Context: an optimization exercise on an open-source flow, tuned for small area and a short achievable clock period. The choices shown serve that exercise and are no tape-out recipe.
The RTL was checked by simulation tests, not by an equivalence proof against the original design.

===== flow/run.sh =====
#!/bin/bash
# synth_recipe.tcl (not shown) runs the flow's synth.tcl, then flattens the netlist and writes it again
# the make line also repeats each setting of config.mk as NAME=value (left out here)
make -C /OpenROAD-flow-scripts/flow DESIGN_CONFIG=/design/flow/config.mk WORK_HOME=/design/flow/orfs CLKGATE_MAP_FILE= SYNTH_SCRIPT=/design/flow/synth_recipe.tcl finish

===== flow/config.mk =====
export PLATFORM = sky130hd
export DESIGN_NAME = MAC_25
export DESIGN_NICKNAME = MAC_25
export VERILOG_FILES = /design/flow/design.v
export SDC_FILE = /design/flow/constraint.sdc
export NUM_CORES = 4
export LEC_CHECK = 0
export CAP_MARGIN = 20
export CORE_MARGIN = 2
export CORE_UTILIZATION = 40
export SLEW_MARGIN = 20

===== flow/design.v =====
`timescale 1ns / 1ps
module HA(
    a,
    b,
    sum,
    carry
    );
    input a;
    input b;
    output sum;
    output carry;
    assign sum = a^b;
    assign carry = a&b;
endmodule
`timescale 1ns / 1ps
module FA(
    a,
    b,
    cin,
    sum,
    carry
    );
    input a;
    input b;
    input cin;
    output sum;
    output carry;
    assign sum = a^b^cin;
    assign carry = (cin&(a^b))|(a&b);
endmodule
`timescale 1ns / 1ps
module CLA_1(
    a,
    b,
    cin,
    SO,
    Gi,
    Pi
    );
    input a;
    input b;
    input cin;
    output SO;
    output Gi;
    output Pi;
    assign Gi = a&b;
    assign Pi = a|b;
    assign SO = a^b^cin;
endmodule
`timescale 1ns / 1ps
module carry_LA(
    P,
    G,
    cin,
    coi,
    Gm,
    Pm
    );
    input [3:0]P;
    input [3:0]G;
    input cin;
    output [3:0]coi;
    output Gm;
    output Pm;
    assign coi[0] = G[0]|(P[0]&cin);
    assign coi[1] = G[1]|(P[1]&G[0])|(P[1]&P[0]&cin);
    assign coi[2] = G[2]|(P[2]&G[1])|(P[2]&P[1]&G[0])|(P[2]&P[1]&P[0]&cin);
    assign coi[3] = G[3]|(P[3]&G[2])|(P[3]&P[2]&G[1])|(P[3]&P[2]&P[1]&G[0])|(P[3]&P[2]&P[1]&P[0]&cin);
    assign Gm = G[3]|P[3]&G[2]|P[3]&P[2]&G[1]|P[3]&P[2]&P[1]&G[0];
    assign Pm = P[3]&P[2]&P[1]&P[0];
endmodule
`timescale 1ns / 1ps
module carry_LA_2(
    P,
    G,
    cin,
    coi,
    Gm,
    Pm
    );
    input [1:0]P;
    input [1:0]G;
    input cin;
    output [1:0]coi;
    output Gm;
    output Pm;
    assign coi[0] = G[0]|(P[0]&cin);
    assign coi[1] = G[1]|(P[1]&G[0])|(P[1]&P[0]&cin);
    assign Gm = G[1]|(P[1]&G[0]);
    assign Pm = P[1]&P[0];
endmodule
`timescale 1ns / 1ps
module CLA_4(
    a,
    b,
    cin,
    SO,
    Pm,
    Gm,
    Cout
    );
    input [3:0]a;
    input [3:0]b;
    input cin;
    output [3:0]SO;
    output Pm;
    output Gm;
    output Cout;
    wire [3:0]CI;
    wire [3:0]Pi;
    wire [3:0]Gi;
    CLA_1 C1(.a(a[0]), .b(b[0]), .cin(cin), .SO(SO[0]), .Gi(Gi[0]), .Pi(Pi[0]));
    CLA_1 C2(.a(a[1]), .b(b[1]), .cin(CI[0]), .SO(SO[1]), .Gi(Gi[1]), .Pi(Pi[1]));
    CLA_1 C3(.a(a[2]), .b(b[2]), .cin(CI[1]), .SO(SO[2]), .Gi(Gi[2]), .Pi(Pi[2]));
    CLA_1 C4(.a(a[3]), .b(b[3]), .cin(CI[2]), .SO(SO[3]), .Gi(Gi[3]), .Pi(Pi[3]));
    carry_LA co(.P(Pi), .G(Gi), .cin(cin), .coi(CI), .Gm(Gm), .Pm(Pm));
    assign Cout = CI[3];
endmodule
`timescale 1ns / 1ps
module CLA_8(
    a,
    b,
    cin,
    SO,
    Gm,
    Pm,
    cout
    );
    input [7:0]a;
    input [7:0]b;
    input cin;
    output [7:0]SO;
    output Gm;
    output Pm;
    output cout;
    wire [1:0]Gi;
    wire [1:0]Pi;
    wire [1:0]CI;
    CLA_4 c1(.a(a[3:0]), .b(b[3:0]), .cin(cin), .SO(SO[3:0]), .Gm(Gi[0]), .Pm(Pi[0]));
    CLA_4 c2(.a(a[7:4]), .b(b[7:4]), .cin(CI[0]), .SO(SO[7:4]), .Gm(Gi[1]), .Pm(Pi[1]));
    carry_LA_2 co(.P(Pi), .G(Gi), .cin(cin), .coi(CI), .Gm(Gm), .Pm(Pm));
    assign cout = CI[1];
endmodule
`timescale 1ns / 1ps
module CLA_16(
    a,
    b,
    cin,
    SO,
    Gm,
    Pm,
    cout
    );
    input [15:0]a;
    input [15:0]b;
    input cin;
    output [15:0]SO;
    output Gm;
    output Pm;
    output cout;
    wire [3:0]Gi;
    wire [3:0]Pi;
    wire [3:0]CI;
    CLA_4 c1(.a(a[3:0]), .b(b[3:0]), .cin(cin), .SO(SO[3:0]), .Gm(Gi[0]), .Pm(Pi[0]));
    CLA_4 c2(.a(a[7:4]), .b(b[7:4]), .cin(CI[0]), .SO(SO[7:4]), .Gm(Gi[1]), .Pm(Pi[1]));
    CLA_4 c3(.a(a[11:8]), .b(b[11:8]), .cin(CI[1]), .SO(SO[11:8]), .Gm(Gi[2]), .Pm(Pi[2]));
    CLA_4 c4(.a(a[15:12]), .b(b[15:12]), .cin(CI[2]), .SO(SO[15:12]), .Gm(Gi[3]), .Pm(Pi[3]));
    carry_LA co(.P(Pi), .G(Gi), .cin(cin), .coi(CI), .Gm(Gm), .Pm(Pm));
    assign cout = CI[3];
endmodule
`timescale 1ns / 1ps
module CLA_24(
    a,
    b,
    cin,
    SO,
    cout
    );
    input [23:0]a;
    input [23:0]b;
    input cin;
    output [23:0]SO;
    output cout;
    wire carry_mid;
    CLA_16 c1(.a(a[15:0]), .b(b[15:0]), .cin(cin), .SO(SO[15:0]), .Gm(), .Pm(), .cout(carry_mid));
    CLA_8 c2(.a(a[23:16]), .b(b[23:16]), .cin(carry_mid), .SO(SO[23:16]), .Gm(), .Pm(), .cout(cout));
endmodule
`timescale 1ns / 1ps
module CLA_25(
    a,
    b,
    cin,
    SO,
    cout
    );
    input [24:0]a;
    input [24:0]b;
    input cin;
    output [24:0]SO;
    output cout;
    wire carry_mid;
    CLA_24 c1(.a(a[23:0]), .b(b[23:0]), .cin(cin), .SO(SO[23:0]), .cout(carry_mid));
    FA f1(.a(a[24]), .b(b[24]), .cin(carry_mid), .sum(SO[24]), .carry(cout));
endmodule
`timescale 1ns / 1ps
module DFF(
    sys_clk,
    sys_en,
    rst_n,
    d,
    q
    );
    input sys_clk;
    input sys_en;
    input rst_n;
    input d;
    output reg q;
    always @(posedge sys_clk or negedge rst_n) begin
        if(!rst_n)
            q <= 1'b0;
        else if(sys_en)
            q <= d;
            else    q <= q;
    end
endmodule
`timescale 1ns / 1ps
module DFF_25(
    sys_clk,
    sys_en,
    rst_n,
    data_in,
    data_out
    );
    input sys_clk;
    input sys_en;
    input rst_n;
    input [24:0]data_in;
    output [24:0]data_out;
    DFF d0(.sys_clk(sys_clk), .sys_en(sys_en), .rst_n(rst_n), .d(data_in[0]), .q(data_out[0]));
    DFF d1(.sys_clk(sys_clk), .sys_en(sys_en), .rst_n(rst_n), .d(data_in[1]), .q(data_out[1]));
    DFF d2(.sys_clk(sys_clk), .sys_en(sys_en), .rst_n(rst_n), .d(data_in[2]), .q(data_out[2]));
    DFF d3(.sys_clk(sys_clk), .sys_en(sys_en), .rst_n(rst_n), .d(data_in[3]), .q(data_out[3]));
    DFF d4(.sys_clk(sys_clk), .sys_en(sys_en), .rst_n(rst_n), .d(data_in[4]), .q(data_out[4]));
    DFF d5(.sys_clk(sys_clk), .sys_en(sys_en), .rst_n(rst_n), .d(data_in[5]), .q(data_out[5]));
    DFF d6(.sys_clk(sys_clk), .sys_en(sys_en), .rst_n(rst_n), .d(data_in[6]), .q(data_out[6]));
    DFF d7(.sys_clk(sys_clk), .sys_en(sys_en), .rst_n(rst_n), .d(data_in[7]), .q(data_out[7]));
    DFF d8(.sys_clk(sys_clk), .sys_en(sys_en), .rst_n(rst_n), .d(data_in[8]), .q(data_out[8]));
    DFF d9(.sys_clk(sys_clk), .sys_en(sys_en), .rst_n(rst_n), .d(data_in[9]), .q(data_out[9]));
    DFF d10(.sys_clk(sys_clk), .sys_en(sys_en), .rst_n(rst_n), .d(data_in[10]), .q(data_out[10]));
    DFF d11(.sys_clk(sys_clk), .sys_en(sys_en), .rst_n(rst_n), .d(data_in[11]), .q(data_out[11]));
    DFF d12(.sys_clk(sys_clk), .sys_en(sys_en), .rst_n(rst_n), .d(data_in[12]), .q(data_out[12]));
    DFF d13(.sys_clk(sys_clk), .sys_en(sys_en), .rst_n(rst_n), .d(data_in[13]), .q(data_out[13]));
    DFF d14(.sys_clk(sys_clk), .sys_en(sys_en), .rst_n(rst_n), .d(data_in[14]), .q(data_out[14]));
    DFF d15(.sys_clk(sys_clk), .sys_en(sys_en), .rst_n(rst_n), .d(data_in[15]), .q(data_out[15]));
    DFF d16(.sys_clk(sys_clk), .sys_en(sys_en), .rst_n(rst_n), .d(data_in[16]), .q(data_out[16]));
    DFF d17(.sys_clk(sys_clk), .sys_en(sys_en), .rst_n(rst_n), .d(data_in[17]), .q(data_out[17]));
    DFF d18(.sys_clk(sys_clk), .sys_en(sys_en), .rst_n(rst_n), .d(data_in[18]), .q(data_out[18]));
    DFF d19(.sys_clk(sys_clk), .sys_en(sys_en), .rst_n(rst_n), .d(data_in[19]), .q(data_out[19]));
    DFF d20(.sys_clk(sys_clk), .sys_en(sys_en), .rst_n(rst_n), .d(data_in[20]), .q(data_out[20]));
    DFF d21(.sys_clk(sys_clk), .sys_en(sys_en), .rst_n(rst_n), .d(data_in[21]), .q(data_out[21]));
    DFF d22(.sys_clk(sys_clk), .sys_en(sys_en), .rst_n(rst_n), .d(data_in[22]), .q(data_out[22]));
    DFF d23(.sys_clk(sys_clk), .sys_en(sys_en), .rst_n(rst_n), .d(data_in[23]), .q(data_out[23]));
    DFF d24(.sys_clk(sys_clk), .sys_en(sys_en), .rst_n(rst_n), .d(data_in[24]), .q(data_out[24]));
endmodule
`timescale 1ns / 1ps
module accumulation_25(
    sys_clk,
    sys_en,
    rst_n,
    data_in,
    data_out,
    cout
    );
    input sys_clk;
    input sys_en;
    input rst_n;
    input [24:0]data_in;
    output [24:0]data_out;
    output cout;
    wire dff_en;
    wire dff_rst;
    wire [24:0]data_mid;
    wire [24:0]DFF_out;
    CLA_25 c1(.a(data_in), .b(DFF_out), .cin(1'b0), .SO(data_mid), .cout(cout));
    DFF_25 d1(.sys_clk(sys_clk), .sys_en(sys_en), .rst_n(rst_n), .data_in(data_mid), .data_out(DFF_out));
    assign data_out = DFF_out;
endmodule
`timescale 1ns / 1ps
module sign_num_enc(
    data_in,
    mul_in,
    sign_bit
    );
    input [7:0]data_in;
    output sign_bit;
    output [7:0]mul_in;
    wire [6:0]unsign_num;
    wire [6:0]sign_num;
    assign unsign_num = data_in[6:0];
    assign sign_num = ~data_in[6:0]+1;
    assign mul_in = data_in[7]?{{1'b0}, sign_num}:{data_in[7], unsign_num};
    assign sign_bit = data_in[7];
endmodule
`timescale 1ns / 1ps
module multiply_CSA(
    a,
    b,
    mul
    );
    input [7:0]a;
    input [7:0]b;
    output [15:0]mul;
    wire [7:0]mul_mid[7:0];
    wire [7:1]cout[13:1];
    wire [7:1]sum[13:1];
    assign mul_mid[0] = b[0]?a:0;
    assign mul_mid[1] = b[1]?a:0;
    assign mul_mid[2] = b[2]?a:0;
    assign mul_mid[3] = b[3]?a:0;
    assign mul_mid[4] = b[4]?a:0;
    assign mul_mid[5] = b[5]?a:0;
    assign mul_mid[6] = b[6]?a:0;
    assign mul_mid[7] = b[7]?a:0;
    assign mul[0] = mul_mid[0][0];
    HA h11(.a(mul_mid[0][1]),.b(mul_mid[1][0]),.sum(mul[1]),.carry(cout[1][1]));
    FA f12(.a(mul_mid[0][2]),.b(mul_mid[1][1]),.cin(mul_mid[2][0]),.sum(sum[2][1]),.carry(cout[2][1]));
    FA f13(.a(mul_mid[0][3]),.b(mul_mid[1][2]),.cin(mul_mid[2][1]),.sum(sum[3][1]),.carry(cout[3][1]));
    FA f14(.a(mul_mid[0][4]),.b(mul_mid[1][3]),.cin(mul_mid[2][2]),.sum(sum[4][1]),.carry(cout[4][1]));
    FA f15(.a(mul_mid[0][5]),.b(mul_mid[1][4]),.cin(mul_mid[2][3]),.sum(sum[5][1]),.carry(cout[5][1]));
    FA f16(.a(mul_mid[0][6]),.b(mul_mid[1][5]),.cin(mul_mid[2][4]),.sum(sum[6][1]),.carry(cout[6][1]));
    FA f17(.a(mul_mid[0][7]),.b(mul_mid[1][6]),.cin(mul_mid[2][5]),.sum(sum[7][1]),.carry(cout[7][1]));
    HA h18(.a(mul_mid[1][7]),.b(mul_mid[2][6]),.sum(sum[8][1]),.carry(cout[8][1]));
    HA h22(.a(sum[2][1]),.b(cout[1][1]),.sum(mul[2]),.carry(cout[2][2]));
    FA f23(.a(sum[3][1]),.b(cout[2][1]),.cin(mul_mid[3][0]),.sum(sum[3][2]),.carry(cout[3][2]));
    FA f24(.a(sum[4][1]),.b(cout[3][1]),.cin(mul_mid[3][1]),.sum(sum[4][2]),.carry(cout[4][2]));
    FA f25(.a(sum[5][1]),.b(cout[4][1]),.cin(mul_mid[3][2]),.sum(sum[5][2]),.carry(cout[5][2]));
    FA f26(.a(sum[6][1]),.b(cout[5][1]),.cin(mul_mid[3][3]),.sum(sum[6][2]),.carry(cout[6][2]));
    FA f27(.a(sum[7][1]),.b(cout[6][1]),.cin(mul_mid[3][4]),.sum(sum[7][2]),.carry(cout[7][2]));
    FA f28(.a(sum[8][1]),.b(cout[7][1]),.cin(mul_mid[3][5]),.sum(sum[8][2]),.carry(cout[8][2]));
    FA f29(.a(mul_mid[2][7]),.b(cout[8][1]),.cin(mul_mid[3][6]),.sum(sum[9][2]),.carry(cout[9][2]));
    HA h33(.a(sum[3][2]),.b(cout[2][2]),.sum(mul[3]),.carry(cout[3][3]));
    FA f34(.a(sum[4][2]),.b(cout[3][2]),.cin(mul_mid[4][0]),.sum(sum[4][3]),.carry(cout[4][3]));
    FA f35(.a(sum[5][2]),.b(cout[4][2]),.cin(mul_mid[4][1]),.sum(sum[5][3]),.carry(cout[5][3]));
    FA f36(.a(sum[6][2]),.b(cout[5][2]),.cin(mul_mid[4][2]),.sum(sum[6][3]),.carry(cout[6][3]));
    FA f37(.a(sum[7][2]),.b(cout[6][2]),.cin(mul_mid[4][3]),.sum(sum[7][3]),.carry(cout[7][3]));
    FA f38(.a(sum[8][2]),.b(cout[7][2]),.cin(mul_mid[4][4]),.sum(sum[8][3]),.carry(cout[8][3]));
    FA f39(.a(sum[9][2]),.b(cout[8][2]),.cin(mul_mid[4][5]),.sum(sum[9][3]),.carry(cout[9][3]));
    FA f310(.a(mul_mid[3][7]),.b(cout[9][2]),.cin(mul_mid[4][6]),.sum(sum[10][3]),.carry(cout[10][3]));
    HA h44(.a(sum[4][3]),.b(cout[3][3]),.sum(mul[4]),.carry(cout[4][4]));
    FA f45(.a(sum[5][3]),.b(cout[4][3]),.cin(mul_mid[5][0]),.sum(sum[5][4]),.carry(cout[5][4]));
    FA f46(.a(sum[6][3]),.b(cout[5][3]),.cin(mul_mid[5][1]),.sum(sum[6][4]),.carry(cout[6][4]));
    FA f47(.a(sum[7][3]),.b(cout[6][3]),.cin(mul_mid[5][2]),.sum(sum[7][4]),.carry(cout[7][4]));
    FA f48(.a(sum[8][3]),.b(cout[7][3]),.cin(mul_mid[5][3]),.sum(sum[8][4]),.carry(cout[8][4]));
    FA f49(.a(sum[9][3]),.b(cout[8][3]),.cin(mul_mid[5][4]),.sum(sum[9][4]),.carry(cout[9][4]));
    FA f410(.a(sum[10][3]),.b(cout[9][3]),.cin(mul_mid[5][5]),.sum(sum[10][4]),.carry(cout[10][4]));
    FA f411(.a(mul_mid[4][7]),.b(cout[10][3]),.cin(mul_mid[5][6]),.sum(sum[11][4]),.carry(cout[11][4]));
    HA h55(.a(sum[5][4]),.b(cout[4][4]),.sum(mul[5]),.carry(cout[5][5]));
    FA f56(.a(sum[6][4]),.b(cout[5][4]),.cin(mul_mid[6][0]),.sum(sum[6][5]),.carry(cout[6][5]));
    FA f57(.a(sum[7][4]),.b(cout[6][4]),.cin(mul_mid[6][1]),.sum(sum[7][5]),.carry(cout[7][5]));
    FA f58(.a(sum[8][4]),.b(cout[7][4]),.cin(mul_mid[6][2]),.sum(sum[8][5]),.carry(cout[8][5]));
    FA f59(.a(sum[9][4]),.b(cout[8][4]),.cin(mul_mid[6][3]),.sum(sum[9][5]),.carry(cout[9][5]));
    FA f510(.a(sum[10][4]),.b(cout[9][4]),.cin(mul_mid[6][4]),.sum(sum[10][5]),.carry(cout[10][5]));
    FA f511(.a(sum[11][4]),.b(cout[10][4]),.cin(mul_mid[6][5]),.sum(sum[11][5]),.carry(cout[11][5]));
    FA f512(.a(mul_mid[5][7]),.b(cout[11][4]),.cin(mul_mid[6][6]),.sum(sum[12][5]),.carry(cout[12][5]));
    HA h66(.a(sum[6][5]),.b(cout[5][5]),.sum(mul[6]),.carry(cout[6][6]));
    FA f67(.a(sum[7][5]),.b(cout[6][5]),.cin(mul_mid[7][0]),.sum(sum[7][6]),.carry(cout[7][6]));
    FA f68(.a(sum[8][5]),.b(cout[7][5]),.cin(mul_mid[7][1]),.sum(sum[8][6]),.carry(cout[8][6]));
    FA f69(.a(sum[9][5]),.b(cout[8][5]),.cin(mul_mid[7][2]),.sum(sum[9][6]),.carry(cout[9][6]));
    FA f610(.a(sum[10][5]),.b(cout[9][5]),.cin(mul_mid[7][3]),.sum(sum[10][6]),.carry(cout[10][6]));
    FA f611(.a(sum[11][5]),.b(cout[10][5]),.cin(mul_mid[7][4]),.sum(sum[11][6]),.carry(cout[11][6]));
    FA f612(.a(sum[12][5]),.b(cout[11][5]),.cin(mul_mid[7][5]),.sum(sum[12][6]),.carry(cout[12][6]));
    FA f613(.a(mul_mid[6][7]),.b(cout[12][5]),.cin(mul_mid[7][6]),.sum(sum[13][6]),.carry(cout[13][6]));
    HA h77(.a(sum[7][6]),.b(cout[6][6]),.sum(mul[7]),.carry(cout[7][7]));
    FA f78(.a(sum[8][6]),.b(cout[7][6]),.cin(cout[7][7]),.sum(mul[8]),.carry(cout[8][7]));
    FA f79(.a(sum[9][6]),.b(cout[8][6]),.cin(cout[8][7]),.sum(mul[9]),.carry(cout[9][7]));
    FA f710(.a(sum[10][6]),.b(cout[9][6]),.cin(cout[9][7]),.sum(mul[10]),.carry(cout[10][7]));
    FA f711(.a(sum[11][6]),.b(cout[10][6]),.cin(cout[10][7]),.sum(mul[11]),.carry(cout[11][7]));
    FA f712(.a(sum[12][6]),.b(cout[11][6]),.cin(cout[11][7]),.sum(mul[12]),.carry(cout[12][7]));
    FA f713(.a(sum[13][6]),.b(cout[12][6]),.cin(cout[12][7]),.sum(mul[13]),.carry(cout[13][7]));
    FA f714(.a(mul_mid[7][7]),.b(cout[13][6]),.cin(cout[13][7]),.sum(mul[14]),.carry(mul[15]));
endmodule
`timescale 1ns / 1ps
module sign_mul_out(
    mul_out,
    sign_a,
    sign_b,
    data_out
    );
    input [15:0]mul_out;
    input sign_a;
    input sign_b;
    output [15:0]data_out;
    wire sign_out;
    wire [14:0]sign_num;
    assign sign_out = sign_a^sign_b;
    assign sign_num = ~mul_out[14:0]+1;
    assign data_out = (!mul_out)?0:(sign_out?{sign_out, sign_num}:{{1'b0}, mul_out});
endmodule
`timescale 1ns / 1ps
module MAC_25(
    sys_clk,
    sys_en,
    rst_n,
    data_in_a,
    sign_data_in_a,
    data_in_b,
    mul_output,
    mac_output
    );
    input sys_clk;
    input sys_en;
    input rst_n;
    input [7:0]data_in_a;
    input sign_data_in_a;
    input [7:0]data_in_b;
    output [15:0]mul_output;
    output [24:0]mac_output;
    wire [24:0]accu_in;
    wire [15:0]mul_output;
    wire [7:0]unsign_b;
    wire [15:0]unsign_mul_out;
    wire signa1;
    wire signa2;
    wire signa3;
    wire signa4;
    wire signb1;
    wire signb2;
    wire signb3;
    wire signb4;
    sign_num_enc s2(.data_in(data_in_b), .mul_in(unsign_b));
    multiply_CSA m1(.a(data_in_a), .b(unsign_b), .mul(unsign_mul_out));
    sign_mul_out s3(.mul_out(unsign_mul_out), .sign_a(sign_data_in_a), .sign_b(data_in_b[7]), .data_out(mul_output));
    accumulation_25 a1(.sys_clk(sys_clk), .sys_en(sys_en), .rst_n(rst_n), .data_in(accu_in), .data_out(mac_output), .cout());
    assign accu_in = {{9{mul_output[15]}}, mul_output};
endmodule

===== flow/constraint.sdc =====
create_clock -name core_clock -period 12.0 [get_ports {sys_clk}]
set_input_delay 2.4000 -clock core_clock [delete_from_list [all_inputs] [get_ports {sys_clk}]]
set_output_delay 2.4000 -clock core_clock [all_outputs]
set_load 0.01 [all_outputs]

==> impl_summary.log <==
[metrics] outcome: finished clean
[metrics] routed via count: around 3400
[metrics] die span in y: roughly 110 microns
[metrics] number of port buffers: 60
[metrics] max-slew violation count: 0
[metrics] CTS root buf: sky130_fd_sc_hd__clkbuf_16
[metrics] fin crit share: between 90% and 100%
[metrics] area share of the largest cell type after synthesis: ~20%
[metrics] fraction of final layout cells with drive strength greater than 1: roughly a fifth
[metrics] n_diodes: 0
[metrics] number of buffers and inverters on the critical path: 10
[metrics] Max transition margin: approximately half
[metrics] maximum number of pins on one net before global-route repair: 42
[metrics] instance count of the mapped netlist: 518
[metrics] synthesized-area fraction occupied by and/or/nand/nor cells: a little over an eighth
[metrics] FF-to-FF Start: a1.d1.d5.q
[metrics] most common library cell in the layout ignoring fill and taps: sky130_fd_sc_hd__inv_1
[metrics] utilization after layout: roughly half
[metrics] critical path depth in cells: 28
[metrics] CTS Buf Count: 3
[metrics] sequential element share of the synthesized area: 13.9%
[metrics] cell class contributing the biggest share of worst-path delay: adder cells
[metrics] startpoint of the lowest-slack hold path: a1.d1.d24.q
[metrics] cell with the largest stage delay on the worst path: sky130_fd_sc_hd__fa_2
[metrics] shortest clock period the worst path allows after layout: 11.69 ns
[metrics] effective utilization at floorplan: about two fifths
[metrics] Arr. time, crit path: roughly 9.3 ns
[metrics] total area of multi-input combinational cells: about 0.0033 sq mm
[metrics] share of cell area taken by muxes after synthesis: approximately 2.5%
[metrics] number of violations reported at the end of detailed-routing iteration 0: 139
[metrics] clock tree from TritonCTS: done
[metrics] top cells by area, synth: sky130_fd_sc_hd__fa_1 (20%), sky130_fd_sc_hd__ha_1 (18%), sky130_fd_sc_hd__dfrtp_1 (14%)
[metrics] largest area contributor in the netlist: sky130_fd_sc_hd__fa_1
[metrics] global routing usage summed across all routing layers: between 10% and 20%
[metrics] adder-cell share of the synthesized area: between 30% and 40%
[metrics] core region area: between 0.01 and 0.015 sq mm
[metrics] primary flip-flop cell chosen by synthesis mapping: sky130_fd_sc_hd__dfrtp_1
[metrics] DRC violations left: 0
[metrics] average cell area after synthesis: about 8.7 sq um
[metrics] number of detailed-routing iterations run before antenna repair: 4
[metrics] Antenna Nets Post-Route: 0
[metrics] Max Cap Viol: 0
[metrics] Net Count, Synth: 650
[metrics] setup violation total in the final timing report: 0
[metrics] routability congestion estimate: 0.799
[metrics] largest stage delay on the critical path: ~0.56 ns
[metrics] setup_tns: 0 ns
[metrics] maximum clock rate: roughly 86 MHz
[metrics] post-layout net count: 726
[metrics] Fillers: approximately 1000
[metrics] initial antenna violation count: 0
[metrics] commonest non-fill, non-tap cells in the layout: sky130_fd_sc_hd__inv_1 (84), sky130_fd_sc_hd__ha_1 (62), sky130_fd_sc_hd__buf_4 (57), sky130_fd_sc_hd__nand2_1 (53), sky130_fd_sc_hd__clkdlybuf4s50_1 (47)
[metrics] compound-cell area share of the yosys netlist: 9.29%
[metrics] routed wl met3: around 250 microns
[metrics] Met2 Wirelength: approximately 4.7 mm
[metrics] area growth from synthesis to layout: 24.0%
[metrics] Routed WL per cell: approximately 13 microns
[metrics] row count: 38
[metrics] Hold WC Path Type: register to register
[metrics] endpoint type of the worst setup path: output pin
[metrics] routed metal-1 wirelength: roughly 4.4 mm
[metrics] crit path max fanout: 4
[metrics] smallest setup slack after layout: roughly 0.31 ns
[metrics] CP most frequent cell: sky130_fd_sc_hd__fa_2
[metrics] area of the die: about 0.012 sq mm
[metrics] clock sinks: 25
[metrics] actual slew at the worst max-slew pin: 0.723 ns
[metrics] number of buffers added to fix hold violations after cts: 0
[metrics] Sequential cell area: about 630 sq um
[metrics] dpl ws: -1.02 ns
[metrics] die boundary width: 110 microns
[metrics] insertion delay to the later sink of the worst-skew pair: 0.27 ns
[metrics] R2R cell count: 11
[metrics] Reg2Reg Capture Point: a1.d1.d20.q
[metrics] Worst Hold Depth: 1
[metrics] top routing layer in use: met4
[metrics] worst hold slack: 0.479 ns
[metrics] DP HPWL: around 7.8 mm
[metrics] Mapped Area: 0.00451 sq mm
[metrics] combinational family with the most area after synthesis: adder cells
[metrics] Overflow after GRT: 0
[metrics] clock transition at the register clock pins on the worst setup and hold paths after CTS: 0.07 ns
[metrics] final hold viol count: 0
[metrics] Setup crit start kind: primary input
[metrics] distinct cell type count of the synthesized netlist: 39
[metrics] via count of the first global-routing pass: ~3600
[metrics] required time at the worst-slack endpoint: ~9.6 ns
[metrics] Via-to-Cell Ratio: roughly 4.7
[metrics] Hold EP: a1.d1.d24.q
[metrics] number of I/O pins: around 60
[metrics] Async S/R FF share, synth: 100%
[metrics] xor-xnor portion of the synthesized cell area: ~7%
[metrics] Total Wirelength: 9.44 mm
[metrics] worst clock skew on the final layout: 0.00737 ns
[metrics] warnings from Yosys: 2
[metrics] Bufs on Longest Clock Path: 2
[metrics] number of synthesized flops with an enable pin: 0
[metrics] R2R setup slack: 9.30 ns
[metrics] critical setup path kind: primary input to output pin
[metrics] maximum level of the CTS H-tree: 1
[metrics] wire length of the first global-routing pass: about 16 mm
[metrics] synthesis-stage register bit count: 25
-- synth_stat cells (all sizes together) (2+ instances only) --
cell type and count:
nor4 4, nand2 56, xnor2 24, nor2 19, xor2 12, o21a 2, a31oi 2, nand3 2
mux2i 10, dfrtp 25, o21ai 20, o31ai 4, a21oi 26, nor2b 4, inv 91, nand2b 5
ha 66, or2 2, clkbuf 5, buf 43, o21bai 5, nor3 4, fa 46, nand4 2
and2 29
-- how the worst max path moves through the flow --
| stage | endpoint | from | slack (ns) |
|---|---|---|---|
| 6_report | mul_output[0] | data_in_b[2] | 0.31 |
| 5_1_grt | mul_output[0] | data_in_b[2] | -0.004 |
| 4_1_cts | mul_output[9] | data_in_b[1] | 0.003 |
| 3_5_place_dp | mul_output[14] | data_in_b[0] | -1.02 |
| 3_3_place_gp | mul_output[14] | data_in_b[1] | -0.88 |
| 2_1_floorplan | mul_output[15] | data_in_b[0] | 0.01 |
-- cell type report --
cell class / count / share of cell area, %
repair buffers: 119 / 18.2
clock inverters: 1 / 0.134
clock buffers: 3 / 1.34
multi-input cells: 354 / 59.9
well taps: 140 / 3.13
inverters: 91 / 6.15
flip-flops and latches: 25 / 11.2
-- timing repair --
item	in CTS	in global routing
buffers inserted	6	1
gates resized for setup	59	18
setup endpoints to repair	12	11
pin swaps	16	22
-- layer usage --
| layer | global-route usage [%] | vias up |
|---|---|---|
| met3 | 1.29 | 8 |
| met4 | 3.21 | 0 |
| met1 | 21.2 | 1657 |
| met2 | 30.4 | 46 |
| li1 | - | 1724 |
| met5 | 0 | - |
-- kinds of logic after synthesis --
logic type	after synthesis
and+or+nand+nor	129
buffers and inverters	139
adders and majority gates	112
muxes	11
AOI/OAI and AO/OA	66
DFF	25
xor gates and xnor gates	36
-- stage by stage --
step | std cells | area (sq um)
global route | 733 | 5590
detailed placement | 723 | 5390
CTS | 732 | 5530
finish | 733 | 5590
floorplan | 518 | 4540
global placement | 723 | 5390

separate check: timing with driven ports:
The flow's constraints put no driver on any port. The routed layout listed below was extracted and timed again, unchanged, in two steps.
Step 1: set_driving_cell puts a clkbuf_16 on sys_clk and a buf_2 on each other input, an assumption about the parent block.
Step 2 also shifts input and output timing later by t, the mid clock arrival at the registers, as if the neighbouring blocks saw the same clock.
Slacks: no drivers / after step 1 / after step 2; pairs: no drivers / after step 1.
t, ns: 0.299
setup WS [ns]: 0.312 / 0.283 / 0.283
worst setup path at the end: input to output
worst register clock-pin slew, ns: 0.07 / 0.07
worst data-port slew with drivers (ns): 0.05
After both steps this run still meets setup and hold. The setup slack of this run moves by -0.029 ns with the drivers and by -0.029 ns with both steps.
